This design comes from an exercise in tuning for small area, a short achievable clock period and few clock cycles on the open sky130 flow, not from production work.
RTL that was checked went through simulation tests only; none was proved equivalent to the original.
Function not checked in runs 1, 3 and 4: the RTL went through the layout flow alone.
The flow treats the clock pin as an ideal source, which a real chip does not have.

==> flow/design.v (outline; a module is shown in full before it is edited, if it fits) <==
// module conv_yt: 256 lines
// module mac21: 1497 lines
// module mac21_cpa: 181 lines
module conv_yt(
input             rst,
input             clk,
output            M0_R_req,
output     [31:0] M0_addr,
input      [31:0] M0_R_data,
output     [3:0]  M0_W_req,
output     [31:0] M0_W_data,
output            M1_R_req,
output     [31:0] M1_addr,
input      [31:0] M1_R_data,
output reg [3:0]  M1_W_req,
output     [31:0] M1_W_data,
input             start,
output reg        finish
);
  // ...
==> flow/flow/run.sh <==
#!/bin/bash
# The standard layout (standard.sh) with two additions, both hooks of the
# ORFS scripts:
#  - flow/ports.tcl, before the placement's resizing step: the buffers that
#    buffer_ports puts on the ports become buf_4 instead of the default delay
#    buffer;
#  - flow/post_cts.tcl, after clock tree synthesis: setup repair aimed at a
#    shorter clock period than the design's (the constraints are unchanged).
set -euo pipefail
here=$(pwd)
export PRE_RESIZE_TCL="$here/flow/ports.tcl"
export POST_CTS_TCL="$here/flow/post_cts.tcl"
export FLOW_TARGET_NS=6.4
bash standard.sh > "$here/standard_make.log" 2>&1
==> flow/flow/ports.tcl <==
# Port buffers: the buffers buffer_ports put on every input and output, as a
# stronger, faster buffer than the default delay cell.
set n 0
foreach inst [[ord::get_db_block] getInsts] {
  set name [$inst getName]
  if {[regexp {^(input|output)[0-9]+$} $name] && [[$inst getMaster] getName] eq "sky130_fd_sc_hd__clkdlybuf4s50_1"} {
    replace_cell $name sky130_fd_sc_hd__buf_4
    incr n
  }
}
puts "ports.tcl: replaced $n port buffers"
==> flow/flow/post_cts.tcl <==
set target $::env(FLOW_TARGET_NS)
set margin [expr {$::env(FLOW_PERIOD_NS) - $target}]
puts "post_cts.tcl: repair_timing -setup_margin $margin (target $target ns)"
estimate_parasitics -placement
repair_timing -setup -setup_margin $margin -verbose
detailed_placement
check_placement -verbose
estimate_parasitics -placement
report_worst_slack -max
==> flow/standard.sh <==
#!/bin/bash
# synth_recipe.tcl (not shown) runs the flow's synth.tcl, then flattens the netlist and writes it again
# the make line also repeats each setting of config.mk as NAME=value (left out here)
make -C /OpenROAD-flow-scripts/flow DESIGN_CONFIG=/design/flow/config.mk WORK_HOME=/design/flow/orfs CLKGATE_MAP_FILE= SYNTH_SCRIPT=/design/flow/synth_recipe.tcl "${@:-finish}"
==> flow/config.mk <==
export PLATFORM = sky130hd
export DESIGN_NAME = conv_yt
export DESIGN_NICKNAME = conv_yt
export VERILOG_FILES = /design/flow/design.v
export SDC_FILE = /design/flow/constraint.sdc
export NUM_CORES = 4
export LEC_CHECK = 0
export ABC_AREA = 1
export CAP_MARGIN = 20
export CORE_MARGIN = 2
export CORE_UTILIZATION = 40
export SLEW_MARGIN = 70
==> flow/constraint.sdc <==
create_clock -name core_clock -period 26.0 [get_ports {clk}]
set_input_delay 5.2000 -clock core_clock [delete_from_list [all_inputs] [get_ports {clk}]]
set_output_delay 5.2000 -clock core_clock [all_outputs]
set_load 0.01 [all_outputs]
==> impl_metrics.json, run 1 <==
{
  "status": "timing/DRC/antenna clean",
  "yosysTopAreaCellShare_pct": 22.7,
  "clk_pin_slew_ps": 60,
  "path_max_fanout": 7,
  "required_ps": 26470,
  "fillers": 13300,
  "synth.most_common_cell": "inv_1",
  "n_all_inverters": 1211,
  "dpl_cell_area_sq_um": 58900,
  "track_usage_pct": 27.3,
  "synth_cell_types": 60,
  "wl_met1_microns": 75800,
  "critPathTopFamily": "adder cells",
  "initial_core_util_pct": 40.2,
  "fin_hold_ws_ps": 299,
  "ys_seq_elements": 633,
  "stdcell_area_sq_um": 63500,
  "largestRegisters": "s0 (96), s1 (96), s2 (96)",
  "start_kind": "flop",
  "synth-seq-area-share_pct": 23.8,
  "setup_ws_ps": 19220,
  "min_path_type": "flop to flop",
  "synth-main-ff-cell": "dfxtp_1",
  "grt_pass1_wl_microns": 292000,
  "synth_commonest_cells": "inv_1, nand2_1, xor2_1, o22ai_1, fa_1",
  "r2r_start": "px2[17]",
  "grt_use_met1_pct": 34.6,
  "r2r-end": "acc2[31]",
  "end_kind": "flop",
  "setup_tns_ps": 0,
  "maxSlewHeadroom_pct": 67.1,
  "synth.area.top_cells": "fa_1, dfxtp_1, xor2_1",
  "nMultiInputCombCells": 4210,
  "busiest_layer": "met2",
  "seq_share_pct": 21.3,
  "via_per_inst": 5.53,
  "wl_per_cell_microns": 23.6,
  "drtIter0Drc": 4731,
  "die_x_microns": 378,
  "synth_top_area_cell": "fa_1"
}
==> module mac21_cpa, before the edit <==
module mac21_cpa(input [47:0] a, input [47:0] b, output [47:0] s);
  wire [47:0] p = a ^ b;
  wire [47:0] g = a & b;
  wire G1 = g[1] | (p[1] & g[0]);
  wire G2 = g[3] | (p[3] & g[2]);
  wire P2 = p[3] & p[2];
  wire G3 = g[5] | (p[5] & g[4]);
  wire P3 = p[5] & p[4];
  wire G4 = g[7] | (p[7] & g[6]);
  wire P4 = p[7] & p[6];
  wire G5 = g[9] | (p[9] & g[8]);
  wire P5 = p[9] & p[8];
  wire G6 = g[11] | (p[11] & g[10]);
  wire P6 = p[11] & p[10];
  wire G7 = g[13] | (p[13] & g[12]);
  wire P7 = p[13] & p[12];
  wire G8 = g[15] | (p[15] & g[14]);
  wire P8 = p[15] & p[14];
  wire G9 = g[17] | (p[17] & g[16]);
  wire P9 = p[17] & p[16];
  wire G10 = g[19] | (p[19] & g[18]);
  wire P10 = p[19] & p[18];
  wire G11 = g[21] | (p[21] & g[20]);
  wire P11 = p[21] & p[20];
  wire G12 = g[23] | (p[23] & g[22]);
  wire P12 = p[23] & p[22];
  wire G13 = g[25] | (p[25] & g[24]);
  wire P13 = p[25] & p[24];
  wire G14 = g[27] | (p[27] & g[26]);
  wire P14 = p[27] & p[26];
  wire G15 = g[29] | (p[29] & g[28]);
  wire P15 = p[29] & p[28];
  wire G16 = g[31] | (p[31] & g[30]);
  wire P16 = p[31] & p[30];
  wire G17 = g[33] | (p[33] & g[32]);
  wire P17 = p[33] & p[32];
  wire G18 = g[35] | (p[35] & g[34]);
  wire P18 = p[35] & p[34];
  wire G19 = g[37] | (p[37] & g[36]);
  wire P19 = p[37] & p[36];
  wire G20 = g[39] | (p[39] & g[38]);
  wire P20 = p[39] & p[38];
  wire G21 = g[41] | (p[41] & g[40]);
  wire P21 = p[41] & p[40];
  wire G22 = g[43] | (p[43] & g[42]);
  wire P22 = p[43] & p[42];
  wire G23 = g[45] | (p[45] & g[44]);
  wire P23 = p[45] & p[44];
  wire G24 = g[47] | (p[47] & g[46]);
  wire P24 = p[47] & p[46];
  wire G25 = G2 | (P2 & G1);
  wire G26 = G4 | (P4 & G3);
  wire P26 = P4 & P3;
  wire G27 = G6 | (P6 & G5);
  wire P27 = P6 & P5;
  wire G28 = G8 | (P8 & G7);
  wire P28 = P8 & P7;
  wire G29 = G10 | (P10 & G9);
  wire P29 = P10 & P9;
  wire G30 = G12 | (P12 & G11);
  wire P30 = P12 & P11;
  wire G31 = G14 | (P14 & G13);
  wire P31 = P14 & P13;
  wire G32 = G16 | (P16 & G15);
  wire P32 = P16 & P15;
  wire G33 = G18 | (P18 & G17);
  wire P33 = P18 & P17;
  wire G34 = G20 | (P20 & G19);
  wire P34 = P20 & P19;
  wire G35 = G22 | (P22 & G21);
  wire P35 = P22 & P21;
  wire G36 = G24 | (P24 & G23);
  wire P36 = P24 & P23;
  wire G37 = G26 | (P26 & G25);
  wire G38 = G28 | (P28 & G27);
  wire P38 = P28 & P27;
  wire G39 = G30 | (P30 & G29);
  wire P39 = P30 & P29;
  wire G40 = G32 | (P32 & G31);
  wire P40 = P32 & P31;
  wire G41 = G34 | (P34 & G33);
  wire P41 = P34 & P33;
  wire G42 = G36 | (P36 & G35);
  wire P42 = P36 & P35;
  wire G43 = G38 | (P38 & G37);
  wire G44 = G40 | (P40 & G39);
  wire P44 = P40 & P39;
  wire G45 = G42 | (P42 & G41);
  wire P45 = P42 & P41;
  wire G46 = G44 | (P44 & G43);
  wire G47 = G45 | (P45 & G46);
  wire G48 = G39 | (P39 & G43);
  wire G49 = G41 | (P41 & G46);
  wire G50 = G27 | (P27 & G37);
  wire G51 = G29 | (P29 & G43);
  wire G52 = G31 | (P31 & G48);
  wire G53 = G33 | (P33 & G46);
  wire G54 = G35 | (P35 & G49);
  wire G55 = G3 | (P3 & G25);
  wire G56 = G5 | (P5 & G37);
  wire G57 = G7 | (P7 & G50);
  wire G58 = G9 | (P9 & G43);
  wire G59 = G11 | (P11 & G51);
  wire G60 = G13 | (P13 & G48);
  wire G61 = G15 | (P15 & G52);
  wire G62 = G17 | (P17 & G46);
  wire G63 = G19 | (P19 & G53);
  wire G64 = G21 | (P21 & G49);
  wire G65 = G23 | (P23 & G54);
  wire G66 = g[2] | (p[2] & G1);
  wire G67 = g[4] | (p[4] & G25);
  wire G68 = g[6] | (p[6] & G55);
  wire G69 = g[8] | (p[8] & G37);
  wire G70 = g[10] | (p[10] & G56);
  wire G71 = g[12] | (p[12] & G50);
  wire G72 = g[14] | (p[14] & G57);
  wire G73 = g[16] | (p[16] & G43);
  wire G74 = g[18] | (p[18] & G58);
  wire G75 = g[20] | (p[20] & G51);
  wire G76 = g[22] | (p[22] & G59);
  wire G77 = g[24] | (p[24] & G48);
  wire G78 = g[26] | (p[26] & G60);
  wire G79 = g[28] | (p[28] & G52);
  wire G80 = g[30] | (p[30] & G61);
  wire G81 = g[32] | (p[32] & G46);
  wire G82 = g[34] | (p[34] & G62);
  wire G83 = g[36] | (p[36] & G53);
  wire G84 = g[38] | (p[38] & G63);
  wire G85 = g[40] | (p[40] & G49);
  wire G86 = g[42] | (p[42] & G64);
  wire G87 = g[44] | (p[44] & G54);
  wire G88 = g[46] | (p[46] & G65);
  assign s[0] = p[0];
  assign s[1] = p[1] ^ g[0];
  assign s[2] = p[2] ^ G1;
  assign s[3] = p[3] ^ G66;
  assign s[4] = p[4] ^ G25;
  assign s[5] = p[5] ^ G67;
  assign s[6] = p[6] ^ G55;
  assign s[7] = p[7] ^ G68;
  assign s[8] = p[8] ^ G37;
  assign s[9] = p[9] ^ G69;
  assign s[10] = p[10] ^ G56;
  assign s[11] = p[11] ^ G70;
  assign s[12] = p[12] ^ G50;
  assign s[13] = p[13] ^ G71;
  assign s[14] = p[14] ^ G57;
  assign s[15] = p[15] ^ G72;
  assign s[16] = p[16] ^ G43;
  assign s[17] = p[17] ^ G73;
  assign s[18] = p[18] ^ G58;
  assign s[19] = p[19] ^ G74;
  assign s[20] = p[20] ^ G51;
  assign s[21] = p[21] ^ G75;
  assign s[22] = p[22] ^ G59;
  assign s[23] = p[23] ^ G76;
  assign s[24] = p[24] ^ G48;
  assign s[25] = p[25] ^ G77;
  assign s[26] = p[26] ^ G60;
  assign s[27] = p[27] ^ G78;
  assign s[28] = p[28] ^ G52;
  assign s[29] = p[29] ^ G79;
  assign s[30] = p[30] ^ G61;
  assign s[31] = p[31] ^ G80;
  assign s[32] = p[32] ^ G46;
  assign s[33] = p[33] ^ G81;
  assign s[34] = p[34] ^ G62;
  assign s[35] = p[35] ^ G82;
  assign s[36] = p[36] ^ G53;
  assign s[37] = p[37] ^ G83;
  assign s[38] = p[38] ^ G63;
  assign s[39] = p[39] ^ G84;
  assign s[40] = p[40] ^ G49;
  assign s[41] = p[41] ^ G85;
  assign s[42] = p[42] ^ G64;
  assign s[43] = p[43] ^ G86;
  assign s[44] = p[44] ^ G54;
  assign s[45] = p[45] ^ G87;
  assign s[46] = p[46] ^ G65;
  assign s[47] = p[47] ^ G88;
endmodule
==> inputs of run 2 (changes only) <==
--- a/flow/design.v
+++ b/flow/design.v
@@ -1803,132 +1803,228 @@
   wire P24 = p[47] & p[46];
   wire G25 = G2 | (P2 & G1);
-  wire G26 = G4 | (P4 & G3);
-  wire P26 = P4 & P3;
-  wire G27 = G6 | (P6 & G5);
-  wire P27 = P6 & P5;
-  wire G28 = G8 | (P8 & G7);
-  wire P28 = P8 & P7;
-  wire G29 = G10 | (P10 & G9);
-  wire P29 = P10 & P9;
-  wire G30 = G12 | (P12 & G11);
-  wire P30 = P12 & P11;
-  wire G31 = G14 | (P14 & G13);
-  wire P31 = P14 & P13;
-  wire G32 = G16 | (P16 & G15);
-  wire P32 = P16 & P15;
-  wire G33 = G18 | (P18 & G17);
-  wire P33 = P18 & P17;
-  wire G34 = G20 | (P20 & G19);
-  wire P34 = P20 & P19;
-  wire G35 = G22 | (P22 & G21);
-  wire P35 = P22 & P21;
-  wire G36 = G24 | (P24 & G23);
-  wire P36 = P24 & P23;
-  wire G37 = G26 | (P26 & G25);
-  wire G38 = G28 | (P28 & G27);
-  wire P38 = P28 & P27;
-  wire G39 = G30 | (P30 & G29);
-  wire P39 = P30 & P29;
-  wire G40 = G32 | (P32 & G31);
-  wire P40 = P32 & P31;
-  wire G41 = G34 | (P34 & G33);
-  wire P41 = P34 & P33;
-  wire G42 = G36 | (P36 & G35);
-  wire P42 = P36 & P35;
-  wire G43 = G38 | (P38 & G37);
-  wire G44 = G40 | (P40 & G39);
-  wire P44 = P40 & P39;
-  wire G45 = G42 | (P42 & G41);
-  wire P45 = P42 & P41;
-  wire G46 = G44 | (P44 & G43);
-  wire G47 = G45 | (P45 & G46);
-  wire G48 = G39 | (P39 & G43);
-  wire G49 = G41 | (P41 & G46);
-  wire G50 = G27 | (P27 & G37);
-  wire G51 = G29 | (P29 & G43);
-  wire G52 = G31 | (P31 & G48);
-  wire G53 = G33 | (P33 & G46);
-  wire G54 = G35 | (P35 & G49);
-  wire G55 = G3 | (P3 & G25);
-  wire G56 = G5 | (P5 & G37);
-  wire G57 = G7 | (P7 & G50);
-  wire G58 = G9 | (P9 & G43);
-  wire G59 = G11 | (P11 & G51);
-  wire G60 = G13 | (P13 & G48);
-  wire G61 = G15 | (P15 & G52);
-  wire G62 = G17 | (P17 & G46);
-  wire G63 = G19 | (P19 & G53);
-  wire G64 = G21 | (P21 & G49);
-  wire G65 = G23 | (P23 & G54);
-  wire G66 = g[2] | (p[2] & G1);
-  wire G67 = g[4] | (p[4] & G25);
-  wire G68 = g[6] | (p[6] & G55);
-  wire G69 = g[8] | (p[8] & G37);
-  wire G70 = g[10] | (p[10] & G56);
-  wire G71 = g[12] | (p[12] & G50);
-  wire G72 = g[14] | (p[14] & G57);
-  wire G73 = g[16] | (p[16] & G43);
-  wire G74 = g[18] | (p[18] & G58);
-  wire G75 = g[20] | (p[20] & G51);
-  wire G76 = g[22] | (p[22] & G59);
-  wire G77 = g[24] | (p[24] & G48);
-  wire G78 = g[26] | (p[26] & G60);
-  wire G79 = g[28] | (p[28] & G52);
-  wire G80 = g[30] | (p[30] & G61);
-  wire G81 = g[32] | (p[32] & G46);
-  wire G82 = g[34] | (p[34] & G62);
-  wire G83 = g[36] | (p[36] & G53);
-  wire G84 = g[38] | (p[38] & G63);
-  wire G85 = g[40] | (p[40] & G49);
-  wire G86 = g[42] | (p[42] & G64);
-  wire G87 = g[44] | (p[44] & G54);
-  wire G88 = g[46] | (p[46] & G65);
+  wire G26 = G3 | (P3 & G2);
+  wire P26 = P3 & P2;
+  wire G27 = G4 | (P4 & G3);
+  wire P27 = P4 & P3;
+  wire G28 = G5 | (P5 & G4);
+  wire P28 = P5 & P4;
+  wire G29 = G6 | (P6 & G5);
+  wire P29 = P6 & P5;
+  wire G30 = G7 | (P7 & G6);
+  wire P30 = P7 & P6;
+  wire G31 = G8 | (P8 & G7);
+  wire P31 = P8 & P7;
+  wire G32 = G9 | (P9 & G8);
+  wire P32 = P9 & P8;
+  wire G33 = G10 | (P10 & G9);
+  wire P33 = P10 & P9;
+  wire G34 = G11 | (P11 & G10);
+  wire P34 = P11 & P10;
+  wire G35 = G12 | (P12 & G11);
+  wire P35 = P12 & P11;
+  wire G36 = G13 | (P13 & G12);
+  wire P36 = P13 & P12;
+  wire G37 = G14 | (P14 & G13);
+  wire P37 = P14 & P13;
+  wire G38 = G15 | (P15 & G14);
+  wire P38 = P15 & P14;
+  wire G39 = G16 | (P16 & G15);
+  wire P39 = P16 & P15;
+  wire G40 = G17 | (P17 & G16);
+  wire P40 = P17 & P16;
+  wire G41 = G18 | (P18 & G17);
+  wire P41 = P18 & P17;
+  wire G42 = G19 | (P19 & G18);
+  wire P42 = P19 & P18;
+  wire G43 = G20 | (P20 & G19);
+  wire P43 = P20 & P19;
+  wire G44 = G21 | (P21 & G20);
+  wire P44 = P21 & P20;
+  wire G45 = G22 | (P22 & G21);
+  wire P45 = P22 & P21;
+  wire G46 = G23 | (P23 & G22);
+  wire P46 = P23 & P22;
+  wire G47 = G24 | (P24 & G23);
+  wire P47 = P24 & P23;
+  wire G48 = G26 | (P26 & G1);
+  wire G49 = G27 | (P27 & G25);
+  wire G50 = G28 | (P28 & G26);
+  wire P50 = P28 & P26;
+  wire G51 = G29 | (P29 & G27);
+  wire P51 = P29 & P27;
+  wire G52 = G30 | (P30 & G28);
+  wire P52 = P30 & P28;
+  wire G53 = G31 | (P31 & G29);
+  wire P53 = P31 & P29;
+  wire G54 = G32 | (P32 & G30);
+  wire P54 = P32 & P30;
+  wire G55 = G33 | (P33 & G31);
+  wire P55 = P33 & P31;
+  wire G56 = G34 | (P34 & G32);
+  wire P56 = P34 & P32;
+  wire G57 = G35 | (P35 & G33);
+  wire P57 = P35 & P33;
+  wire G58 = G36 | (P36 & G34);
+  wire P58 = P36 & P34;
+  wire G59 = G37 | (P37 & G35);
+  wire P59 = P37 & P35;
+  wire G60 = G38 | (P38 & G36);
+  wire P60 = P38 & P36;
+  wire G61 = G39 | (P39 & G37);
+  wire P61 = P39 & P37;
+  wire G62 = G40 | (P40 & G38);
+  wire P62 = P40 & P38;
+  wire G63 = G41 | (P41 & G39);
+  wire P63 = P41 & P39;
+  wire G64 = G42 | (P42 & G40);
+  wire P64 = P42 & P40;
+  wire G65 = G43 | (P43 & G41);
+  wire P65 = P43 & P41;
+  wire G66 = G44 | (P44 & G42);
+  wire P66 = P44 & P42;
+  wire G67 = G45 | (P45 & G43);
+  wire P67 = P45 & P43;
+  wire G68 = G46 | (P46 & G44);
+  wire P68 = P46 & P44;
+  wire G69 = G47 | (P47 & G45);
+  wire P69 = P47 & P45;
+  wire G70 = G50 | (P50 & G1);
+  wire G71 = G51 | (P51 & G25);
+  wire G72 = G52 | (P52 & G48);
+  wire G73 = G53 | (P53 & G49);
+  wire G74 = G54 | (P54 & G50);
+  wire P74 = P54 & P50;
+  wire G75 = G55 | (P55 & G51);
+  wire P75 = P55 & P51;
+  wire G76 = G56 | (P56 & G52);
+  wire P76 = P56 & P52;
+  wire G77 = G57 | (P57 & G53);
+  wire P77 = P57 & P53;
+  wire G78 = G58 | (P58 & G54);
+  wire P78 = P58 & P54;
+  wire G79 = G59 | (P59 & G55);
+  wire P79 = P59 & P55;
+  wire G80 = G60 | (P60 & G56);
+  wire P80 = P60 & P56;
+  wire G81 = G61 | (P61 & G57);
+  wire P81 = P61 & P57;
+  wire G82 = G62 | (P62 & G58);
+  wire P82 = P62 & P58;
+  wire G83 = G63 | (P63 & G59);
+  wire P83 = P63 & P59;
+  wire G84 = G64 | (P64 & G60);
+  wire P84 = P64 & P60;
+  wire G85 = G65 | (P65 & G61);
+  wire P85 = P65 & P61;
+  wire G86 = G66 | (P66 & G62);
+  wire P86 = P66 & P62;
+  wire G87 = G67 | (P67 & G63);
+  wire P87 = P67 & P63;
+  wire G88 = G68 | (P68 & G64);
+  wire P88 = P68 & P64;
+  wire G89 = G69 | (P69 & G65);
+  wire P89 = P69 & P65;
+  wire G90 = G74 | (P74 & G1);
+  wire G91 = G75 | (P75 & G25);
+  wire G92 = G76 | (P76 & G48);
+  wire G93 = G77 | (P77 & G49);
+  wire G94 = G78 | (P78 & G70);
+  wire G95 = G79 | (P79 & G71);
+  wire G96 = G80 | (P80 & G72);
+  wire G97 = G81 | (P81 & G73);
+  wire G98 = G82 | (P82 & G74);
+  wire P98 = P82 & P74;
+  wire G99 = G83 | (P83 & G75);
+  wire P99 = P83 & P75;
+  wire G100 = G84 | (P84 & G76);
+  wire P100 = P84 & P76;
+  wire G101 = G85 | (P85 & G77);
+  wire P101 = P85 & P77;
+  wire G102 = G86 | (P86 & G78);
+  wire P102 = P86 & P78;
+  wire G103 = G87 | (P87 & G79);
+  wire P103 = P87 & P79;
+  wire G104 = G88 | (P88 & G80);
+  wire P104 = P88 & P80;
+  wire G105 = G89 | (P89 & G81);
+  wire P105 = P89 & P81;
+  wire G106 = G98 | (P98 & G1);
+  wire G107 = G99 | (P99 & G25);
+  wire G108 = G100 | (P100 & G48);
+  wire G109 = G101 | (P101 & G49);
+  wire G110 = G102 | (P102 & G70);
+  wire G111 = G103 | (P103 & G71);
+  wire G112 = G104 | (P104 & G72);
+  wire G113 = G105 | (P105 & G73);
+  wire G114 = g[2] | (p[2] & G1);
+  wire G115 = g[4] | (p[4] & G25);
+  wire G116 = g[6] | (p[6] & G48);
+  wire G117 = g[8] | (p[8] & G49);
+  wire G118 = g[10] | (p[10] & G70);
+  wire G119 = g[12] | (p[12] & G71);
+  wire G120 = g[14] | (p[14] & G72);
+  wire G121 = g[16] | (p[16] & G73);
+  wire G122 = g[18] | (p[18] & G90);
+  wire G123 = g[20] | (p[20] & G91);
+  wire G124 = g[22] | (p[22] & G92);
+  wire G125 = g[24] | (p[24] & G93);
+  wire G126 = g[26] | (p[26] & G94);
+  wire G127 = g[28] | (p[28] & G95);
+  wire G128 = g[30] | (p[30] & G96);
+  wire G129 = g[32] | (p[32] & G97);
+  wire G130 = g[34] | (p[34] & G106);
+  wire G131 = g[36] | (p[36] & G107);
+  wire G132 = g[38] | (p[38] & G108);
+  wire G133 = g[40] | (p[40] & G109);
+  wire G134 = g[42] | (p[42] & G110);
+  wire G135 = g[44] | (p[44] & G111);
+  wire G136 = g[46] | (p[46] & G112);
   assign s[0] = p[0];
   assign s[1] = p[1] ^ g[0];
   assign s[2] = p[2] ^ G1;
-  assign s[3] = p[3] ^ G66;
+  assign s[3] = p[3] ^ G114;
   assign s[4] = p[4] ^ G25;
-  assign s[5] = p[5] ^ G67;
-  assign s[6] = p[6] ^ G55;
-  assign s[7] = p[7] ^ G68;
-  assign s[8] = p[8] ^ G37;
-  assign s[9] = p[9] ^ G69;
-  assign s[10] = p[10] ^ G56;
-  assign s[11] = p[11] ^ G70;
-  assign s[12] = p[12] ^ G50;
-  assign s[13] = p[13] ^ G71;
-  assign s[14] = p[14] ^ G57;
-  assign s[15] = p[15] ^ G72;
-  assign s[16] = p[16] ^ G43;
-  assign s[17] = p[17] ^ G73;
-  assign s[18] = p[18] ^ G58;
-  assign s[19] = p[19] ^ G74;
-  assign s[20] = p[20] ^ G51;
-  assign s[21] = p[21] ^ G75;
-  assign s[22] = p[22] ^ G59;
-  assign s[23] = p[23] ^ G76;
-  assign s[24] = p[24] ^ G48;
-  assign s[25] = p[25] ^ G77;
-  assign s[26] = p[26] ^ G60;
-  assign s[27] = p[27] ^ G78;
-  assign s[28] = p[28] ^ G52;
-  assign s[29] = p[29] ^ G79;
-  assign s[30] = p[30] ^ G61;
-  assign s[31] = p[31] ^ G80;
-  assign s[32] = p[32] ^ G46;
-  assign s[33] = p[33] ^ G81;
-  assign s[34] = p[34] ^ G62;
-  assign s[35] = p[35] ^ G82;
-  assign s[36] = p[36] ^ G53;
-  assign s[37] = p[37] ^ G83;
-  assign s[38] = p[38] ^ G63;
-  assign s[39] = p[39] ^ G84;
-  assign s[40] = p[40] ^ G49;
-  assign s[41] = p[41] ^ G85;
-  assign s[42] = p[42] ^ G64;
-  assign s[43] = p[43] ^ G86;
-  assign s[44] = p[44] ^ G54;
-  assign s[45] = p[45] ^ G87;
-  assign s[46] = p[46] ^ G65;
-  assign s[47] = p[47] ^ G88;
+  assign s[5] = p[5] ^ G115;
+  assign s[6] = p[6] ^ G48;
+  assign s[7] = p[7] ^ G116;
+  assign s[8] = p[8] ^ G49;
+  assign s[9] = p[9] ^ G117;
+  assign s[10] = p[10] ^ G70;
+  assign s[11] = p[11] ^ G118;
+  assign s[12] = p[12] ^ G71;
+  assign s[13] = p[13] ^ G119;
+  assign s[14] = p[14] ^ G72;
+  assign s[15] = p[15] ^ G120;
+  assign s[16] = p[16] ^ G73;
+  assign s[17] = p[17] ^ G121;
+  assign s[18] = p[18] ^ G90;
+  assign s[19] = p[19] ^ G122;
+  assign s[20] = p[20] ^ G91;
+  assign s[21] = p[21] ^ G123;
+  assign s[22] = p[22] ^ G92;
+  assign s[23] = p[23] ^ G124;
+  assign s[24] = p[24] ^ G93;
+  assign s[25] = p[25] ^ G125;
+  assign s[26] = p[26] ^ G94;
+  assign s[27] = p[27] ^ G126;
+  assign s[28] = p[28] ^ G95;
+  assign s[29] = p[29] ^ G127;
+  assign s[30] = p[30] ^ G96;
+  assign s[31] = p[31] ^ G128;
+  assign s[32] = p[32] ^ G97;
+  assign s[33] = p[33] ^ G129;
+  assign s[34] = p[34] ^ G106;
+  assign s[35] = p[35] ^ G130;
+  assign s[36] = p[36] ^ G107;
+  assign s[37] = p[37] ^ G131;
+  assign s[38] = p[38] ^ G108;
+  assign s[39] = p[39] ^ G132;
+  assign s[40] = p[40] ^ G109;
+  assign s[41] = p[41] ^ G133;
+  assign s[42] = p[42] ^ G110;
+  assign s[43] = p[43] ^ G134;
+  assign s[44] = p[44] ^ G111;
+  assign s[45] = p[45] ^ G135;
+  assign s[46] = p[46] ^ G112;
+  assign s[47] = p[47] ^ G136;
 endmodule
==> run 2 against run 1 <==
Highest routed layer unchanged. Sequential share of layout area decreased by 0.35 points. Fmax up 2.9%. Largest cell class unchanged. Still clean. Critical path type unchanged. Synthesized cell count grew 4.6%. Critical path depth decreased by 6.
==> impl_metrics.json, run 2 <==
{
  "status": "timing/DRC/antenna clean",
  "period_share_pct": 25.3,
  "via_per_inst": 5.62,
  "synth_top_area_cell": "fa_1",
  "cts_tree": "yes",
  "finalMaxSlewViolations": 0,
  "place_hpwl_microns": 161000,
  "syn_to_final_growth_pct": 12.1,
  "yosysTopAreaCellShare_pct": 22.2,
  "end_kind": "flop",
  "antenna_found_initial": 8,
  "ys_seq_elements": 633,
  "place_worst_setup_slack_ps": 18770,
  "fillers": 13900,
  "firstDrtPassIters": 7,
  "synth_cell_types": 59,
  "clk_pin_slew_ps": 60,
  "stdcell_area_sq_um": 64400,
  "synth-seq-area-share_pct": 23.2,
  "vias": 48400,
  "dp_cells": 8429,
  "synth_warnings": 4,
  "dpl_cell_area_sq_um": 60300,
  "drive_gt1_share_pct": 12.6,
  "final_cell_mix": "inv_1, nand2_1, xor2_1, o22ai_1, fa_1",
  "rsz0062_at_grt": "no",
  "placeableCoreArea_sq_um": 143000,
  "drtIter0Drc": 6145,
  "synth.most_common_cell": "inv_1",
  "fin_crit_ps": 6590,
  "fin_skew_ps": 27.2,
  "wirelength_microns": 214000,
  "grt_pass1_wl_microns": 315000,
  "path_max_fanout": 20,
  "syn_area_per_cell_sq_um": 8.52,
  "die_h_microns": 383,
  "grt_max_degree": 75,
  "cpMostUsedCell": "fa_1",
  "grt_overflow": 0,
  "syn-instance-count": 6748,
  "wl_per_cell_microns": 24.8,
  "cts_num_sinks": 633,
  "setup_tns_ps": 0,
  "start_kind": "flop",
  "final_hold_viol_count": 0,
  "min_path_type": "flop to flop",
  "synth_commonest_cells": "inv_1, nand2_1, xor2_1, o22ai_1, fa_1",
  "pin_count": 206,
  "final_common_cell": "inv_1",
  "drcViolationCount": 0,
  "synth-main-ff-cell": "dfxtp_1",
  "clock_latency_ps": 670,
  "path_class": "flop to flop",
  "synth_area_sq_um": 57500,
  "cp_slowest_stage_delay_ps": 620,
  "cp_cell_sequence": "inv_1, buf_4, o22ai_1, xor2_1, fa_1, fa_1, fa_1, inv_1, fa_1, inv_1, fa_1, inv_1, fa_2, inv_1, ha_1, nand2_1, o21ai_2, a21oi_1, o21bai_1, a21oi_1, fa_1, xnor2_2, nand2_1, o221ai_1",
  "max_freq_ghz": 0.152,
  "grt_pass1_vias": 47900,
  "synth.area.top_cells": "fa_1, dfxtp_1, xor2_1",
  "io_buffers": 91,
  "layout.cells.non_filler": 8615,
  "place.gp.congestion": 0.996,
  "track_usage_pct": 28.8,
  "ant_nets": 0,
  "arrival_ps": 7070,
  "fin_hold_ws_ps": 321,
  "required_ps": 26480,
  "initial_core_util_pct": 40.1,
  "die_area_sq_um": 147000,
  "setup_ws_ps": 19410,
  "num_rows": 139,
  "largestRegisters": "s0 (96), s1 (96), s2 (96)",
  "worst_path_max_delay_cell": "fa_2",
  "async_reset_ff_share_pct": 0,
  "synth_edf_count": 64,
  "die_x_microns": 383,
  "fin_util_pct": 45.0,
  "cap_violations": 0,
  "nets": 7683,
  "setup_viol": 0
}
run 2: cell types whose count changed in the layout (fill, tap and decap cells not counted), moves of 18 or more:
cell / before / now
a21oi_2: 21 / 41
a21oi_1: 105 / 141
nand3_1: 60 / 80
a21o_1: 7 / 25
nand2_2: 31 / 12
inv_1: 1057 / 1109
nor2_1: 205 / 283
o21ai_0: 113 / 143
o21ai_1: 31 / 65
buf_4: 209 / 179
run 2: cell families after synthesis:
| group | synth area share, % |
|---|---|
| flip-flops | 23.2 |
| XOR/XNOR | 11.6 |
| other | 0.0131 |
| adder cells (fa/ha/maj) | 29.3 |
| buffers and inverters | 12.1 |
| AO/OA/AOI/OAI | 13.5 |
| AND/OR/NAND/NOR | 9.44 |
| multiplexers | 0.877 |
run 2: layout make-up:
cell class                 instances  area [sq um]  area share, %
antenna                            4          10.0         0.0155
clock buffer                      97          2010           3.13
clock inverter                    27           395          0.614
inverter                        1240          4940           7.67
multi-input combinational       4461         38900           60.4
sequential                       633         13500           20.9
tap                             1903          2380           3.70
timing repair buffer             240          2220           3.44
timing repair inverter            10          50.0         0.0777
run 2: worst paths after layout:
check / from / to / slack (ps) / cells after the start
setup / recovery: px0[18] / acc0[13] / 19410 / 24
hold / removal: s2[2][5] / s1[2][5] / 320 / 0
setup reg to reg: px0[18] / acc0[13] / 19410 / 24
hold reg to reg: s2[2][5] / s1[2][5] / 320 / 0
run 2: critical path, delay by kind of cell (launching register included):
family	cells	cell delay (ps)
buf+inv	6	510
compound gates	6	1090
xor+xnor	2	420
flops	1	400
simple gates	2	220
fa+ha+maj	8	3760
run 2: metal layers:
| metal | wire, microns | part of all wire, % | vias up | global-route usage (%) |
|---|---|---|---|---|
| li1 | - | - | 21200 | - |
| met1 | 86800 | 41 | 23700 | 38.9 |
| met2 | 91100 | 43 | 2901 | 43.1 |
| met3 | 24200 | 11 | 585 | 7.60 |
| met4 | 11600 | 5.4 | 10 | 12.9 |
| met5 | 74 | 0.035 | - | 0 |
Testbench counts of run 2, summed over its fixed seeds: cycles 52,752.
==> module conv_yt, before the edit <==
module conv_yt(
input             rst,
input             clk,
output            M0_R_req,
output     [31:0] M0_addr,
input      [31:0] M0_R_data,
output     [3:0]  M0_W_req,
output     [31:0] M0_W_data,
output            M1_R_req,
output     [31:0] M1_addr,
input      [31:0] M1_R_data,
output reg [3:0]  M1_W_req,
output     [31:0] M1_W_data,
input             start,
output reg        finish
);
localparam [1:0] S_IDLE = 2'd0, S_LOAD = 2'd1, S_PIX = 2'd2, S_WAIT = 2'd3;
function [9:0] waddr;
    input [3:0] k;
    case (k)
        4'd0: waddr = 10'd787;
        4'd1: waddr = 10'd790;
        4'd2: waddr = 10'd784;
        4'd3: waddr = 10'd788;
        4'd4: waddr = 10'd791;
        4'd5: waddr = 10'd785;
        4'd6: waddr = 10'd789;
        4'd7: waddr = 10'd792;
        4'd8: waddr = 10'd786;
        4'd9: waddr = 10'd793;
        default: waddr = 10'd0;
    endcase
endfunction
reg  [1:0]  st;
reg  [3:0]  k;           
reg  [9:0]  raddr;       
reg  [1:0]  ri;          
reg  [1:0]  pc;          
reg  [4:0]  x;           
reg         nar;         
reg         wx;          
reg         dld_v;       
reg  [3:0]  dld_k;
reg         dlw;         
reg         hit;         
reg         start_r;     
reg         d_v, d_xh, d_yh, d_col, d_wr, d_last;
reg  [1:0]  d_al;
reg         m_v, m_col, m_wr, m_last;
reg  [1:0]  m_al, m_aln;         
reg  [31:0] s0 [0:2];            
reg  [31:0] s1 [0:2];
reg  [31:0] s2 [0:2];
reg  [31:0] bias;
reg  [31:0] acc0, acc1, acc2;
reg         wr_r;
reg         fin_r;
reg  [9:0]  widx;
wire        wy       = ~nar;
wire [1:0]  last_pc  = (wx & wy) ? 2'd3 : ((wx | wy) ? 2'd1 : 2'd0);
wire        last_col = (ri == 2'd2) && (pc == last_pc);
wire        r_last   = (raddr == 10'd783) && last_col;
wire        r_xh     = wx & pc[0];
wire        r_yh     = wy & (wx ? pc[1] : pc[0]);
wire        narrow_new = (s2[2][31:19] == {13{s2[2][31]}});
wire        px_wide  = (M0_R_data[31:20] != {12{M0_R_data[31]}});
always @(posedge clk) begin
    if (~rst) begin
        st    <= S_IDLE;
        k     <= 4'd0;
        raddr <= waddr(4'd0);
        ri    <= 2'd0;
        pc    <= 2'd0;
        x     <= 5'd0;
        dld_v <= 1'b0;
        d_v   <= 1'b0;
        hit   <= 1'b0;
        wx    <= 1'b0;
        start_r <= 1'b0;
    end else begin
        start_r <= start;
        dld_v <= 1'b0;
        d_v   <= 1'b0;
        hit   <= d_v & ~wx & px_wide;
        ri    <= (ri == 2'd2) ? 2'd0 : ri + 2'd1;
        if (hit) begin
            wx <= 1'b1;
            st <= S_WAIT;
        end else begin
            case (st)
            S_IDLE: begin
                if (start_r) begin
                    st    <= S_LOAD;
                    k     <= 4'd1;
                    raddr <= waddr(4'd1);
                    dld_v <= 1'b1;
                    dld_k <= 4'd0;
                    wx    <= 1'b0;
                end
            end
            S_LOAD: begin
                dld_v <= 1'b1;
                dld_k <= k;
                k     <= k + 4'd1;
                raddr <= waddr(k + 4'd1);
                if (k == 4'd9) begin
                    st <= S_PIX;
                    ri <= 2'd0;
                    pc <= 2'd0;
                    x  <= 5'd0;
                end
            end
            S_WAIT: begin
                if (ri == 2'd2) begin
                    st    <= S_PIX;
                    raddr <= 10'd0;
                    pc    <= 2'd0;
                    x     <= 5'd0;
                end
            end
            default: begin
                d_v    <= 1'b1;
                d_xh   <= r_xh;
                d_yh   <= r_yh;
                d_al   <= {r_xh & r_yh, r_xh ^ r_yh};
                d_col  <= last_col;
                d_wr   <= (x >= 5'd2);
                d_last <= r_last;
                if (ri != 2'd2) begin
                    raddr <= raddr + 10'd28;
                end else if (pc == last_pc) begin
                    pc    <= 2'd0;
                    x     <= (x == 5'd27) ? 5'd0 : x + 5'd1;
                    raddr <= raddr - 10'd55;
                end else begin
                    pc    <= pc + 2'd1;
                    raddr <= raddr - 10'd56;
                end
                if (r_last) begin
                    st    <= S_IDLE;
                    raddr <= waddr(4'd0);
                end
            end
            endcase
        end
    end
end
always @(posedge clk) begin
    s0[0] <= s1[0]; s0[1] <= s1[1]; s0[2] <= s1[2];
    s1[0] <= s2[0]; s1[1] <= s2[1]; s1[2] <= s2[2];
    if (dld_v && dld_k != 4'd9) begin
        s2[0] <= s0[1]; s2[1] <= s0[2]; s2[2] <= M0_R_data;
    end else begin
        s2[0] <= s0[0]; s2[1] <= s0[1]; s2[2] <= s0[2];
    end
    if (dld_v && dld_k == 4'd9) bias <= M0_R_data;
    dlw <= dld_v && dld_k != 4'd9;
    if (st == S_IDLE && start_r) nar <= 1'b1;
    else if (dlw) nar <= nar & narrow_new;
end
function [29:0] benc;    
    input [20:0] e;
    integer g;
    begin
        for (g = 0; g < 10; g = g + 1) begin
            benc[g]      = e[2*g+2];
            benc[10 + g] = e[2*g+1] ^ e[2*g];
            benc[20 + g] = (e[2*g+2] & ~e[2*g+1] & ~e[2*g]) | (~e[2*g+2] & e[2*g+1] & e[2*g]);
        end
    end
endfunction
function [20:0] wsel;
    input        hi;
    input [31:0] w;
    wsel = hi ? {{8{w[31]}}, w[31:19]} : {w[19:0], 1'b0};
endfunction
function [20:0] xsel;
    input        split;
    input        hi;
    input [31:0] p;
    xsel = hi ? {{9{p[31]}}, p[31:20]} : {p[20] & ~split, p[19:0]};
endfunction
reg  [29:0] dg0, dg1, dg2;
reg  [20:0] px0, px1n, px2;      
always @(posedge clk) begin
    dg0 <= benc(wsel(d_yh, s1[0]));
    dg1 <= benc(wsel(d_yh, s1[1]));
    dg2 <= benc(wsel(d_yh, s1[2]));
    px0  <= xsel(wx, d_xh, M0_R_data);
    px1n <= ~xsel(wx, d_xh, M0_R_data);
    if (d_v) px2 <= xsel(wx, d_xh, M0_R_data);
    m_al  <= d_al;
    m_aln <= ~d_al;
end
function [47:0] arow;
    input [1:0]  al;
    input [31:0] a;
    case (al)
        2'd0:    arow = {a, 16'b0};
        2'd1:    arow = {20'b0, a[31:4]};
        default: arow = {40'b0, a[31:24]};
    endcase
endfunction
function [31:0] res;
    input [1:0]  aln;
    input [47:0] t;
    input [31:0] a;
    case (aln)
        2'd3:    res = t[47:16];
        2'd2:    res = {t[27:0], a[3:0]};
        default: res = {t[7:0], a[23:0]};
    endcase
endfunction
reg         sh;
wire [31:0] ain0 = sh ? bias : acc0;
wire [31:0] ain1 = sh ? acc0 : acc1;
wire [31:0] ain2 = sh ? acc1 : acc2;
wire [47:0] t0, t1, t2;
mac21 u0(.x(px0),   .neg(dg0[9:0]), .one(dg0[19:10]), .two(dg0[29:20]), .a(arow(m_al, ain0)), .rnd(m_aln == 2'd3), .s(t0));
mac21 u1(.x(~px1n), .neg(dg1[9:0]), .one(dg1[19:10]), .two(dg1[29:20]), .a(arow(m_al, ain1)), .rnd(m_aln == 2'd3), .s(t1));
mac21 u2(.x(px2),   .neg(dg2[9:0]), .one(dg2[19:10]), .two(dg2[29:20]), .a(arow(m_al, ain2)), .rnd(m_aln == 2'd3), .s(t2));
wire [31:0] r0 = res(m_aln, t0, ain0);
wire [31:0] r1 = res(m_aln, t1, ain1);
wire [31:0] r2 = res(m_aln, t2, ain2);
always @(posedge clk) begin
    if (~rst) begin
        m_v   <= 1'b0;
        wr_r  <= 1'b0;
        fin_r <= 1'b0;
    end else begin
        m_v   <= d_v & ~hit;
        wr_r  <= m_v & m_col & m_wr & ~hit;
        fin_r <= m_v & m_last & ~hit;
    end
    m_col  <= d_col;
    m_wr   <= d_wr;
    m_last <= d_last;
    sh     <= m_col | ~m_v;
    acc0   <= r0;
    acc1   <= r1;
    acc2   <= r2;
    if ((st == S_IDLE && start_r) || hit) widx <= 10'd0;
    else if (wr_r) widx <= widx + 10'd1;
end
assign M0_R_req  = 1'b1;
assign M0_addr   = {20'b0, raddr, 2'b0};
assign M0_W_req  = 4'b0000;
assign M0_W_data = 32'b0;
assign M1_R_req  = 1'b1;
assign M1_addr   = {20'b0, widx, 2'b0};
assign M1_W_data = acc2;    
always @(*) begin
    M1_W_req = {4{wr_r}};
    finish   = fin_r;
end
endmodule
==> inputs of run 3 (changes only) <==
--- a/flow/design.v
+++ b/flow/design.v
@@ -15,5 +15,5 @@
 output reg        finish
 );
-localparam [1:0] S_IDLE = 2'd0, S_LOAD = 2'd1, S_PIX = 2'd2, S_WAIT = 2'd3;
+localparam [2:0] S_IDLE = 3'd0, S_LOAD = 3'd1, S_PIX = 3'd2, S_WAIT = 3'd3, S_RLD = 3'd4;
 function [9:0] waddr;
     input [3:0] k;
@@ -32,56 +32,68 @@
     endcase
 endfunction
-reg  [1:0]  st;
+function [9:0] raddr_rl;
+    input [3:0] n;
+    case (n)
+        4'd0: raddr_rl = 10'd790;
+        4'd1: raddr_rl = 10'd784;
+        4'd2: raddr_rl = 10'd787;
+        4'd3: raddr_rl = 10'd791;
+        4'd4: raddr_rl = 10'd785;
+        4'd5: raddr_rl = 10'd788;
+        4'd6: raddr_rl = 10'd792;
+        4'd7: raddr_rl = 10'd786;
+        default: raddr_rl = 10'd789;
+    endcase
+endfunction
+reg  [2:0]  st;
 reg  [3:0]  k;           
 reg  [9:0]  raddr;       
+reg  [9:0]  cbase;       
 reg  [1:0]  ri;          
-reg  [1:0]  pc;          
+reg         pc;          
+reg         rph;         
+reg         rhi;         
 reg  [4:0]  x;           
 reg         nar;         
 reg         wx;          
 reg         dld_v;       
-reg  [3:0]  dld_k;
-reg         dlw;         
+reg         dld_b;       
+reg         dld_hi;      
+reg         dld_i;       
 reg         hit;         
 reg         start_r;     
-reg         d_v, d_xh, d_yh, d_col, d_wr, d_last;
+reg         d_v, d_col, d_wr, d_last, d_xh;
 reg  [1:0]  d_al;
 reg         m_v, m_col, m_wr, m_last;
 reg  [1:0]  m_al, m_aln;         
-reg  [31:0] s0 [0:2];            
-reg  [31:0] s1 [0:2];
-reg  [31:0] s2 [0:2];
-reg  [31:0] bias;
-reg  [31:0] acc0, acc1, acc2;
-reg         wr_r;
-reg         fin_r;
-reg  [9:0]  widx;
 wire        wy       = ~nar;
-wire [1:0]  last_pc  = (wx & wy) ? 2'd3 : ((wx | wy) ? 2'd1 : 2'd0);
-wire        last_col = (ri == 2'd2) && (pc == last_pc);
-wire        r_last   = (raddr == 10'd783) && last_col;
-wire        r_xh     = wx & pc[0];
-wire        r_yh     = wy & (wx ? pc[1] : pc[0]);
-wire        narrow_new = (s2[2][31:19] == {13{s2[2][31]}});
+wire        last_pc  = (pc == wx);
+wire        col_end  = last_pc && (rph == wy);
+wire        last_col = (cbase == 10'd727);
+wire        r_xh     = pc;
+wire        r_yh     = rph;
 wire        px_wide  = (M0_R_data[31:20] != {12{M0_R_data[31]}});
+wire        w_narrow = (M0_R_data[31:19] == {13{M0_R_data[31]}});
 always @(posedge clk) begin
     if (~rst) begin
-        st    <= S_IDLE;
-        k     <= 4'd0;
-        raddr <= waddr(4'd0);
-        ri    <= 2'd0;
-        pc    <= 2'd0;
-        x     <= 5'd0;
-        dld_v <= 1'b0;
-        d_v   <= 1'b0;
-        hit   <= 1'b0;
-        wx    <= 1'b0;
+        st      <= S_IDLE;
+        k       <= 4'd0;
+        raddr   <= waddr(4'd0);
+        ri      <= 2'd0;
+        pc      <= 1'b0;
+        rph     <= 1'b0;
+        x       <= 5'd0;
+        dld_v   <= 1'b0;
+        d_v     <= 1'b0;
+        hit     <= 1'b0;
+        wx      <= 1'b0;
         start_r <= 1'b0;
     end else begin
         start_r <= start;
-        dld_v <= 1'b0;
-        d_v   <= 1'b0;
-        hit   <= d_v & ~wx & px_wide;
-        ri    <= (ri == 2'd2) ? 2'd0 : ri + 2'd1;
+        dld_v   <= 1'b0;
+        d_v     <= 1'b0;
+        d_al    <= 2'd0;
+        hit     <= d_v & ~wx & px_wide;
+        ri      <= (ri == 2'd2) ? 2'd0 : ri + 2'd1;
         if (hit) begin
             wx <= 1'b1;
@@ -91,30 +103,52 @@
             S_IDLE: begin
                 if (start_r) begin
-                    st    <= S_LOAD;
-                    k     <= 4'd1;
-                    raddr <= waddr(4'd1);
-                    dld_v <= 1'b1;
-                    dld_k <= 4'd0;
-                    wx    <= 1'b0;
+                    st     <= S_LOAD;
+                    k      <= 4'd1;
+                    raddr  <= waddr(4'd1);
+                    dld_v  <= 1'b1;
+                    dld_b  <= 1'b0;
+                    dld_hi <= 1'b0;
+                    dld_i  <= 1'b1;
+                    wx     <= 1'b0;
                 end
             end
             S_LOAD: begin
-                dld_v <= 1'b1;
-                dld_k <= k;
-                k     <= k + 4'd1;
-                raddr <= waddr(k + 4'd1);
+                dld_v  <= 1'b1;
+                dld_b  <= (k == 4'd9);
+                dld_hi <= 1'b0;
+                dld_i  <= 1'b1;
+                k      <= k + 4'd1;
+                raddr  <= waddr(k + 4'd1);
                 if (k == 4'd9) begin
-                    st <= S_PIX;
-                    ri <= 2'd0;
-                    pc <= 2'd0;
-                    x  <= 5'd0;
+                    st    <= S_PIX;
+                    ri    <= 2'd0;
+                    pc    <= 1'b0;
+                    rph   <= 1'b0;
+                    x     <= 5'd0;
+                    cbase <= 10'd0;
                 end
             end
             S_WAIT: begin
                 if (ri == 2'd2) begin
-                    st    <= S_PIX;
-                    raddr <= 10'd0;
-                    pc    <= 2'd0;
+                    st    <= S_RLD;
+                    k     <= 4'd0;
+                    rhi   <= 1'b0;
+                    raddr <= raddr_rl(4'd0);
+                    pc    <= 1'b0;
                     x     <= 5'd0;
+                    cbase <= 10'd0;
+                end
+            end
+            S_RLD: begin
+                dld_v  <= 1'b1;
+                dld_b  <= 1'b0;
+                dld_hi <= rhi;
+                dld_i  <= 1'b0;
+                k      <= k + 4'd1;
+                raddr  <= raddr_rl(k + 4'd1);
+                if (k == 4'd8) begin
+                    st    <= S_PIX;
+                    rph   <= rhi;
+                    raddr <= cbase;
                 end
             end
@@ -122,22 +156,34 @@
                 d_v    <= 1'b1;
                 d_xh   <= r_xh;
-                d_yh   <= r_yh;
                 d_al   <= {r_xh & r_yh, r_xh ^ r_yh};
-                d_col  <= last_col;
+                d_col  <= (ri == 2'd2) && col_end;
                 d_wr   <= (x >= 5'd2);
-                d_last <= r_last;
+                d_last <= (ri == 2'd2) && col_end && last_col;
                 if (ri != 2'd2) begin
                     raddr <= raddr + 10'd28;
-                end else if (pc == last_pc) begin
-                    pc    <= 2'd0;
-                    x     <= (x == 5'd27) ? 5'd0 : x + 5'd1;
-                    raddr <= raddr - 10'd55;
-                end else begin
-                    pc    <= pc + 2'd1;
-                    raddr <= raddr - 10'd56;
-                end
-                if (r_last) begin
+                end else if (!last_pc) begin
+                    pc    <= 1'b1;
+                    raddr <= cbase;
+                end else if (!col_end) begin
+                    pc    <= 1'b0;
+                    st    <= S_RLD;
+                    k     <= 4'd0;
+                    rhi   <= 1'b1;
+                    raddr <= raddr_rl(4'd0);
+                end else if (last_col) begin
+                    pc    <= 1'b0;
                     st    <= S_IDLE;
                     raddr <= waddr(4'd0);
+                end else begin
+                    pc    <= 1'b0;
+                    cbase <= cbase + 10'd1;
+                    x     <= (x == 5'd27) ? 5'd0 : x + 5'd1;
+                    raddr <= cbase + 10'd1;
+                    if (rph) begin
+                        st    <= S_RLD;
+                        k     <= 4'd0;
+                        rhi   <= 1'b0;
+                        raddr <= raddr_rl(4'd0);
+                    end
                 end
             end
@@ -146,21 +192,9 @@
     end
 end
-always @(posedge clk) begin
-    s0[0] <= s1[0]; s0[1] <= s1[1]; s0[2] <= s1[2];
-    s1[0] <= s2[0]; s1[1] <= s2[1]; s1[2] <= s2[2];
-    if (dld_v && dld_k != 4'd9) begin
-        s2[0] <= s0[1]; s2[1] <= s0[2]; s2[2] <= M0_R_data;
-    end else begin
-        s2[0] <= s0[0]; s2[1] <= s0[1]; s2[2] <= s0[2];
-    end
-    if (dld_v && dld_k == 4'd9) bias <= M0_R_data;
-    dlw <= dld_v && dld_k != 4'd9;
-    if (st == S_IDLE && start_r) nar <= 1'b1;
-    else if (dlw) nar <= nar & narrow_new;
-end
-function [29:0] benc;    
+function [30:0] benc;
     input [20:0] e;
     integer g;
     begin
+        benc[30] = e[0];
         for (g = 0; g < 10; g = g + 1) begin
             benc[g]      = e[2*g+2];
@@ -170,24 +204,45 @@
     end
 endfunction
-function [20:0] wsel;
-    input        hi;
-    input [31:0] w;
-    wsel = hi ? {{8{w[31]}}, w[31:19]} : {w[19:0], 1'b0};
+function [20:0] bdec;
+    input [30:0] d;
+    integer g;
+    begin
+        bdec[0] = d[30];
+        for (g = 0; g < 10; g = g + 1) begin
+            bdec[2*g+2] = d[g];
+            bdec[2*g+1] = d[10 + g] ^ ((g == 0) ? d[30] : d[g - 1]);
+        end
+    end
 endfunction
+reg  [30:0] s0 [0:2];
+reg  [20:0] s1 [0:2];
+reg  [20:0] s2 [0:2];
+reg  [31:0] bias;
+wire [20:0] e_new = dld_hi ? {{8{M0_R_data[31]}}, M0_R_data[31:19]} : {M0_R_data[19:0], 1'b0};
+always @(posedge clk) begin
+    s0[0] <= benc(s1[0]); s0[1] <= benc(s1[1]); s0[2] <= benc(s1[2]);
+    s1[0] <= s2[0]; s1[1] <= s2[1]; s1[2] <= s2[2];
+    if (dld_v && !dld_b) begin
+        s2[0] <= bdec(s0[1]); s2[1] <= bdec(s0[2]); s2[2] <= e_new;
+    end else begin
+        s2[0] <= bdec(s0[0]); s2[1] <= bdec(s0[1]); s2[2] <= bdec(s0[2]);
+    end
+    if (dld_v && dld_b) bias <= M0_R_data;
+    if (st == S_IDLE && start_r) nar <= 1'b1;
+    else if (dld_v && dld_i && !dld_b) nar <= nar & w_narrow;
+end
 function [20:0] xsel;
+    input        v;
     input        split;
     input        hi;
     input [31:0] p;
-    xsel = hi ? {{9{p[31]}}, p[31:20]} : {p[20] & ~split, p[19:0]};
+    xsel = ~v ? 21'd0 : (hi ? {{9{p[31]}}, p[31:20]} : {p[20] & ~split, p[19:0]});
 endfunction
-reg  [29:0] dg0, dg1, dg2;
 reg  [20:0] px0, px1n, px2;      
 always @(posedge clk) begin
-    dg0 <= benc(wsel(d_yh, s1[0]));
-    dg1 <= benc(wsel(d_yh, s1[1]));
-    dg2 <= benc(wsel(d_yh, s1[2]));
-    px0  <= xsel(wx, d_xh, M0_R_data);
-    px1n <= ~xsel(wx, d_xh, M0_R_data);
-    if (d_v) px2 <= xsel(wx, d_xh, M0_R_data);
+    px0  <= xsel(d_v, wx, d_xh, M0_R_data);
+    px1n <= ~xsel(d_v, wx, d_xh, M0_R_data);
+    if (~rst) px2 <= 21'd0;
+    else      px2 <= xsel(d_v, wx, d_xh, M0_R_data);
     m_al  <= d_al;
     m_aln <= ~d_al;
@@ -212,12 +267,18 @@
     endcase
 endfunction
-reg         sh;
+reg  [31:0] acc0, acc1, acc2;
+reg         pend;        
+reg         sh;          
+reg         wr_r;
+reg         fin_r;
+reg  [9:0]  widx;
+wire        pend_n = (m_v & m_col) | (pend & ~m_v) | (dld_v & dld_i) | hit;
 wire [31:0] ain0 = sh ? bias : acc0;
 wire [31:0] ain1 = sh ? acc0 : acc1;
 wire [31:0] ain2 = sh ? acc1 : acc2;
 wire [47:0] t0, t1, t2;
-mac21 u0(.x(px0),   .neg(dg0[9:0]), .one(dg0[19:10]), .two(dg0[29:20]), .a(arow(m_al, ain0)), .rnd(m_aln == 2'd3), .s(t0));
-mac21 u1(.x(~px1n), .neg(dg1[9:0]), .one(dg1[19:10]), .two(dg1[29:20]), .a(arow(m_al, ain1)), .rnd(m_aln == 2'd3), .s(t1));
-mac21 u2(.x(px2),   .neg(dg2[9:0]), .one(dg2[19:10]), .two(dg2[29:20]), .a(arow(m_al, ain2)), .rnd(m_aln == 2'd3), .s(t2));
+mac21 u0(.x(px0),   .neg(s0[0][9:0]), .one(s0[0][19:10]), .two(s0[0][29:20]), .a(arow(m_al, ain0)), .rnd(m_aln == 2'd3), .s(t0));
+mac21 u1(.x(~px1n), .neg(s0[1][9:0]), .one(s0[1][19:10]), .two(s0[1][29:20]), .a(arow(m_al, ain1)), .rnd(m_aln == 2'd3), .s(t1));
+mac21 u2(.x(px2),   .neg(s0[2][9:0]), .one(s0[2][19:10]), .two(s0[2][29:20]), .a(arow(m_al, ain2)), .rnd(m_aln == 2'd3), .s(t2));
 wire [31:0] r0 = res(m_aln, t0, ain0);
 wire [31:0] r1 = res(m_aln, t1, ain1);
@@ -236,5 +297,6 @@
     m_wr   <= d_wr;
     m_last <= d_last;
-    sh     <= m_col | ~m_v;
+    pend   <= pend_n;
+    sh     <= pend_n & d_v & ~hit;
     acc0   <= r0;
     acc1   <= r1;
==> run 3 against run 2 <==
Critical path depth rose by 1. First-iteration DRC count fell by 17%. Cell count is 4.6% lower. Non-clock buffer count is 33 higher. Highest routed layer unchanged. Sequential share of layout area fell by 3.8 points. Clock-buffer cell count decreased by 32. Sequential cell count shrank 149. Cell area fell by 5.8%. Synthesized cell count is 3.9% lower.
==> impl_metrics.json, run 3 <==
{
  "status": "timing/DRC/antenna clean",
  "period_share_pct": 25.3,
  "placeableCoreArea_sq_um": 134000,
  "io_buffers": 91,
  "fin_skew_ps": 67.9,
  "drive_gt1_share_pct": 13.7,
  "fillers": 13100,
  "start_kind": "flop",
  "drcViolationCount": 0,
  "grt_overflow": 0,
  "required_ps": 26510,
  "final_cell_mix": "inv_1, xor2_1, o22ai_1, fa_1, nand2_1",
  "synth.most_common_cell": "inv_1",
  "ant_nets": 0,
  "pin_count": 206,
  "clock_latency_ps": 650,
  "rsz0062_at_grt": "no",
  "end_kind": "flop",
  "grt_pass1_wl_microns": 304000,
  "synth_commonest_cells": "inv_1, xor2_1, o22ai_1, fa_1, nand2_1",
  "setup_viol": 0,
  "synth_cell_types": 51,
  "die_h_microns": 371,
  "initial_core_util_pct": 40.3,
  "stdcell_area_sq_um": 60700,
  "nets": 7433,
  "die_x_microns": 371,
  "via_per_inst": 5.67,
  "synth-seq-area-share_pct": 18.9,
  "path_max_fanout": 10,
  "ys_seq_elements": 484,
  "dpl_cell_area_sq_um": 56800,
  "fin_crit_ps": 6580,
  "grt_max_degree": 71,
  "yosysTopAreaCellShare_pct": 23.6,
  "wirelength_microns": 205000,
  "syn_area_per_cell_sq_um": 8.31,
  "die_area_sq_um": 138000,
  "largest_reg_flops": 93,
  "synth_warnings": 7,
  "largest_register": "s0",
  "drtIter0Drc": 5121,
  "setup_tns_ps": 0,
  "final_hold_viol_count": 0,
  "finalMaxSlewViolations": 0,
  "wl_per_cell_microns": 25.0,
  "syn-instance-count": 6485,
  "vias": 46600,
  "grt_pass1_vias": 46900,
  "synth-main-ff-cell": "dfxtp_1",
  "synth_area_sq_um": 53900,
  "cts_tree": "yes",
  "clk_pin_slew_ps": 60,
  "arrival_ps": 7080,
  "largestRegisters": "s0 (93), s1 (63), s2 (63)",
  "cts_num_sinks": 484,
  "antenna_found_initial": 12,
  "num_rows": 134,
  "synth.area.top_cells": "fa_1, dfxtp_1, xor2_1",
  "place_hpwl_microns": 155000,
  "async_reset_ff_share_pct": 0,
  "place.gp.congestion": 1.02,
  "syn_to_final_growth_pct": 12.6,
  "path_class": "flop to flop",
  "firstDrtPassIters": 8,
  "synth_top_area_cell": "fa_1",
  "track_usage_pct": 29.7,
  "final_common_cell": "inv_1",
  "fin_util_pct": 45.4,
  "max_freq_ghz": 0.152,
  "cap_violations": 0,
  "min_path_type": "flop to flop",
  "synth_edf_count": 52
}
[run 3: worst max-delay path, cell delays in order, from the launching register on]
cell      delay [ps]
dfxtp_4          350
buf_12           140
o22ai_2          180
xor2_1           240
fa_1             460
fa_1             500
fa_1             560
inv_1             70
fa_1             540
inv_1             60
fa_1             510
inv_2             60
fa_1             530
inv_1             60
ha_4             250
a21oi_4          280
o21ai_2          140
a21oi_2          180
o21bai_1         120
nand2_1          120
nand3_4          100
fa_2             370
xor2_1           180
or2_2            300
nand3_1           70
nand3_1           70
[run 3: kinds of logic (layout without fill, tap and decap cells)]
logic type | Yosys count | in the layout | share of synthesized area, %
and+or+nand+nor | 1207 | 1207 | 9.09
adders and majority gates | 959 | 959 | 31.1
AOI/OAI and AO/OA | 1289 | 1289 | 14.4
xor gates and xnor gates | 773 | 773 | 12.6
DFF | 484 | 484 | 18.9
buffers and inverters | 1707 | 1591 | 12.6
muxes | 64 | 64 | 1.27
other | 2 | 83 | 0.0139
[run 3: routing by layer]
layer / wire, microns / track usage (%) / vias up
met5: 138 / 0 / -
met4: 11800 / 14.1 / 16
met3: 24000 / 8.61 / 587
met2: 88800 / 45.3 / 2676
met1: 80300 / 38.4 / 22900
li1: - / - / 20500
[run 3: cell type report]
cell class | count | area [sq um] | share of cell area (%)
timing repair inverter | 2 | 17.5 | 0.0289
antenna | 1 | 2.50 | 0.00412
inverter | 1222 | 4870 | 8.03
clock inverter | 29 | 360 | 0.594
sequential | 484 | 10400 | 17.1
multi-input combinational | 4374 | 38900 | 64.1
timing repair buffer | 273 | 2580 | 4.25
clock buffer | 65 | 1360 | 2.24
tap | 1768 | 2210 | 3.65
[run 3: path summary, 6_finish.rpt]
check / start / to / slack [ps] / depth (start not counted)
max: px1n[17] / acc1[31] / 19420 / 25
min: s2[0][0] / s1[0][0] / 280 / 0
max reg2reg: px1n[17] / acc1[31] / 19420 / 25
min reg2reg: s2[0][0] / s1[0][0] / 280 / 0
[run 3: metrics by stage]
stage	cells	hold slack, ps	worst slack, ps
2_1_floorplan	6565	310	19420
3_3_place_gp	8051	310	18220
3_5_place_dp	8068	312	18630
5_1_grt	8217	285	19120
6_report	8218	283	19420
==> inputs of run 4 (changes only) <==
--- a/flow/config.mk
+++ b/flow/config.mk
@@ -9,4 +9,4 @@
 export CAP_MARGIN = 20
 export CORE_MARGIN = 2
-export CORE_UTILIZATION = 40
+export CORE_UTILIZATION = 55
 export SLEW_MARGIN = 70
==> run 4 against run 3 <==
Worst hold slack worse by 1.4 ps. Routed wire length is 0.85% lower. Largest cell class unchanged. Synthesized cell count stayed put. Cell count is 5.9% lower. Critical path depth is 2 lower. Global-route usage is 11 points higher. Area after synthesis stayed put. Clock-buffer cell count is 10 higher. Clock skew is 36 ps higher.
==> impl_metrics.json, run 4 <==
{
  "path_class": "flop to flop",
  "status": "timing/DRC/antenna clean",
  "async_reset_ff_share_pct": 0,
  "syn_to_final_growth_pct": 11.7,
  "vias": 46700,
  "end_kind": "flop",
  "worst_path_max_delay_cell": "fa_1",
  "largest_register": "s0",
  "ys_seq_elements": 484,
  "final_common_cell": "inv_1",
  "wirelength_microns": 203000,
  "clk_pin_slew_ps": 70,
  "synth_cell_types": 51,
  "layout.cells.non_filler": 7737,
  "initial_core_util_pct": 55.6,
  "cpMostUsedCell": "fa_1",
  "drive_gt1_share_pct": 13.2,
  "setup_ws_ps": 19430,
  "grt_max_degree": 67,
  "synth_commonest_cells": "inv_1, xor2_1, o22ai_1, fa_1, nand2_1",
  "io_buffers": 91,
  "synth_edf_count": 52,
  "via_per_inst": 6.03,
  "synth_warnings": 7,
  "setup_tns_ps": 0,
  "dp_cells": 7569,
  "syn_area_per_cell_sq_um": 8.31,
  "grt_overflow": 0,
  "rsz0062_at_grt": "no",
  "finalMaxSlewViolations": 0,
  "crit_buf_inv": 5,
  "cts_num_sinks": 484,
  "start_kind": "flop",
  "synth.area.top_cells": "fa_1, dfxtp_1, xor2_1",
  "drtIter0Drc": 5149,
  "fillers": 8698,
  "required_ps": 26510,
  "synth-main-ff-cell": "dfxtp_1",
  "grt_pass1_vias": 46500,
  "synth_area_sq_um": 53900,
  "wl_per_cell_microns": 26.3,
  "num_rows": 114,
  "min_path_type": "flop to flop",
  "place.gp.congestion": 0.988,
  "drcViolationCount": 0,
  "placeableCoreArea_sq_um": 96900,
  "syn-instance-count": 6485,
  "die_area_sq_um": 101000,
  "setup_viol": 0,
  "ant_nets": 0,
  "path_max_fanout": 20,
  "firstDrtPassIters": 6,
  "synth-seq-area-share_pct": 18.9,
  "place_worst_setup_slack_ps": 18630,
  "period_share_pct": 25.3,
  "nets": 7437,
  "grt_pass1_wl_microns": 302000,
  "critPathTopFamily": "adder cells",
  "cap_violations": 0,
  "final_hold_viol_count": 0,
  "die_h_microns": 317,
  "synth.most_common_cell": "inv_1"
}
run 4: cell counts after synthesis:
No cell type changed its count.
run 4: metrics by stage:
stage / utilization [%] / hold slack, ps / area [sq um]
after floorplan: - / 310 / 54200
after global placement: 57.1 / 310 / 55300
after detailed placement: 57.8 / 312 / 56000
after global routing: 62.2 / 305 / 60200
final: 62.2 / 282 / 60200
run 4: worst reg2reg max path: cells and delay by family, from the launching register on:
kind                     cells  cell delay [ps]
adder cells (fa/ha/maj)      8             3750
AO/OA/AOI/OAI                5              960
buffers and inverters        5              490
AND/OR/NAND/NOR              3              460
XOR/XNOR                     2              400
flip-flops                   1              330
run 4: cell type report:
type | instances | area [sq um] | area share [%]
Tap cell | 1276 | 1600 | 2.65
Inverter | 1222 | 4820 | 8.00
Clock buffer | 75 | 1660 | 2.76
Antenna cell | 2 | 5.00 | 0.00831
Timing Repair inverter | 2 | 13.8 | 0.0229
Multi-Input combinational cell | 4374 | 38500 | 64.0
Clock inverter | 32 | 418 | 0.694
Sequential cell | 484 | 10400 | 17.2
Timing Repair Buffer | 270 | 2790 | 4.63
run 4: cell families (layout without fill, tap and decap cells):
kind of cell	count (synthesis)	in the layout	share of synthesized area, %
muxes	64	64	1.27
buffers and inverters	1707	1601	12.6
adders and majority gates	959	959	31.1
DFF	484	484	18.9
and+or+nand+nor	1207	1207	9.09
AOI/OAI and AO/OA	1289	1289	14.4
xor gates and xnor gates	773	773	12.6
other	2	84	0.0139
run 4: path summary, 6_finish.rpt:
check | start | endpoint | slack [ps] | depth (start not counted)
worst max-delay path | px0[13] | acc0[23] | 19430 | 23
worst min-delay path | s2[1][11] | s1[1][11] | 280 | 0
worst max register to register | px0[13] | acc0[23] | 19430 | 23
worst min register to register | s2[1][11] | s1[1][11] | 280 | 0
run 4: per-layer routing:
| layer | vias to the layer above | routed length [microns] | track usage, % |
|---|---|---|---|
| met5 | - | 39 | 0 |
| met4 | 6 | 13900 | 23.0 |
| met3 | 612 | 22300 | 9.42 |
| met2 | 2752 | 87100 | 61.4 |
| met1 | 22800 | 79900 | 54.1 |
| li1 | 20500 | - | - |

-- re-timing with driven ports --
The results above use ideal ports. As a check the final layouts listed here were re-extracted and re-timed, cells and wires unchanged.
Step 1 sets driving cells, clkbuf_16 on the clock port and buf_2 on the other inputs (assumed; they add their load-dependent delay and slew).
Step 2 also shifts input and output timing later by t, the mid clock arrival at the registers, as if the neighbouring blocks saw the same clock.
Three values: ideal, step 1, step 2; two values: the first two.
run | t (ns) | setup slack, ns | worst hold slack (ns) | slew at the worst register clock pin (ns) | pins driven straight from the clock port
run 1 | 0.720 | 19.220 / 19.220 / 19.220 | 0.299 / 0.299 / 0.299 | 0.07 / 0.07 | 1
run 2 | 0.728 | 19.412 / 19.412 / 19.222 | 0.321 / 0.321 / 0.321 | 0.07 / 0.07 | 1
run 3 | 0.685 | 19.423 / 19.423 / 19.124 | 0.283 / 0.283 / 0.283 | 0.07 / 0.07 | 1
run 4 | 0.727 | 19.432 / 19.432 / 19.200 | 0.282 / 0.282 / 0.282 | 0.09 / 0.09 | 1
After both steps every run listed still meets setup and hold. The setup slack of run 3, which loses most, moves by 0.000 ns with the drivers and by -0.299 ns with both steps.
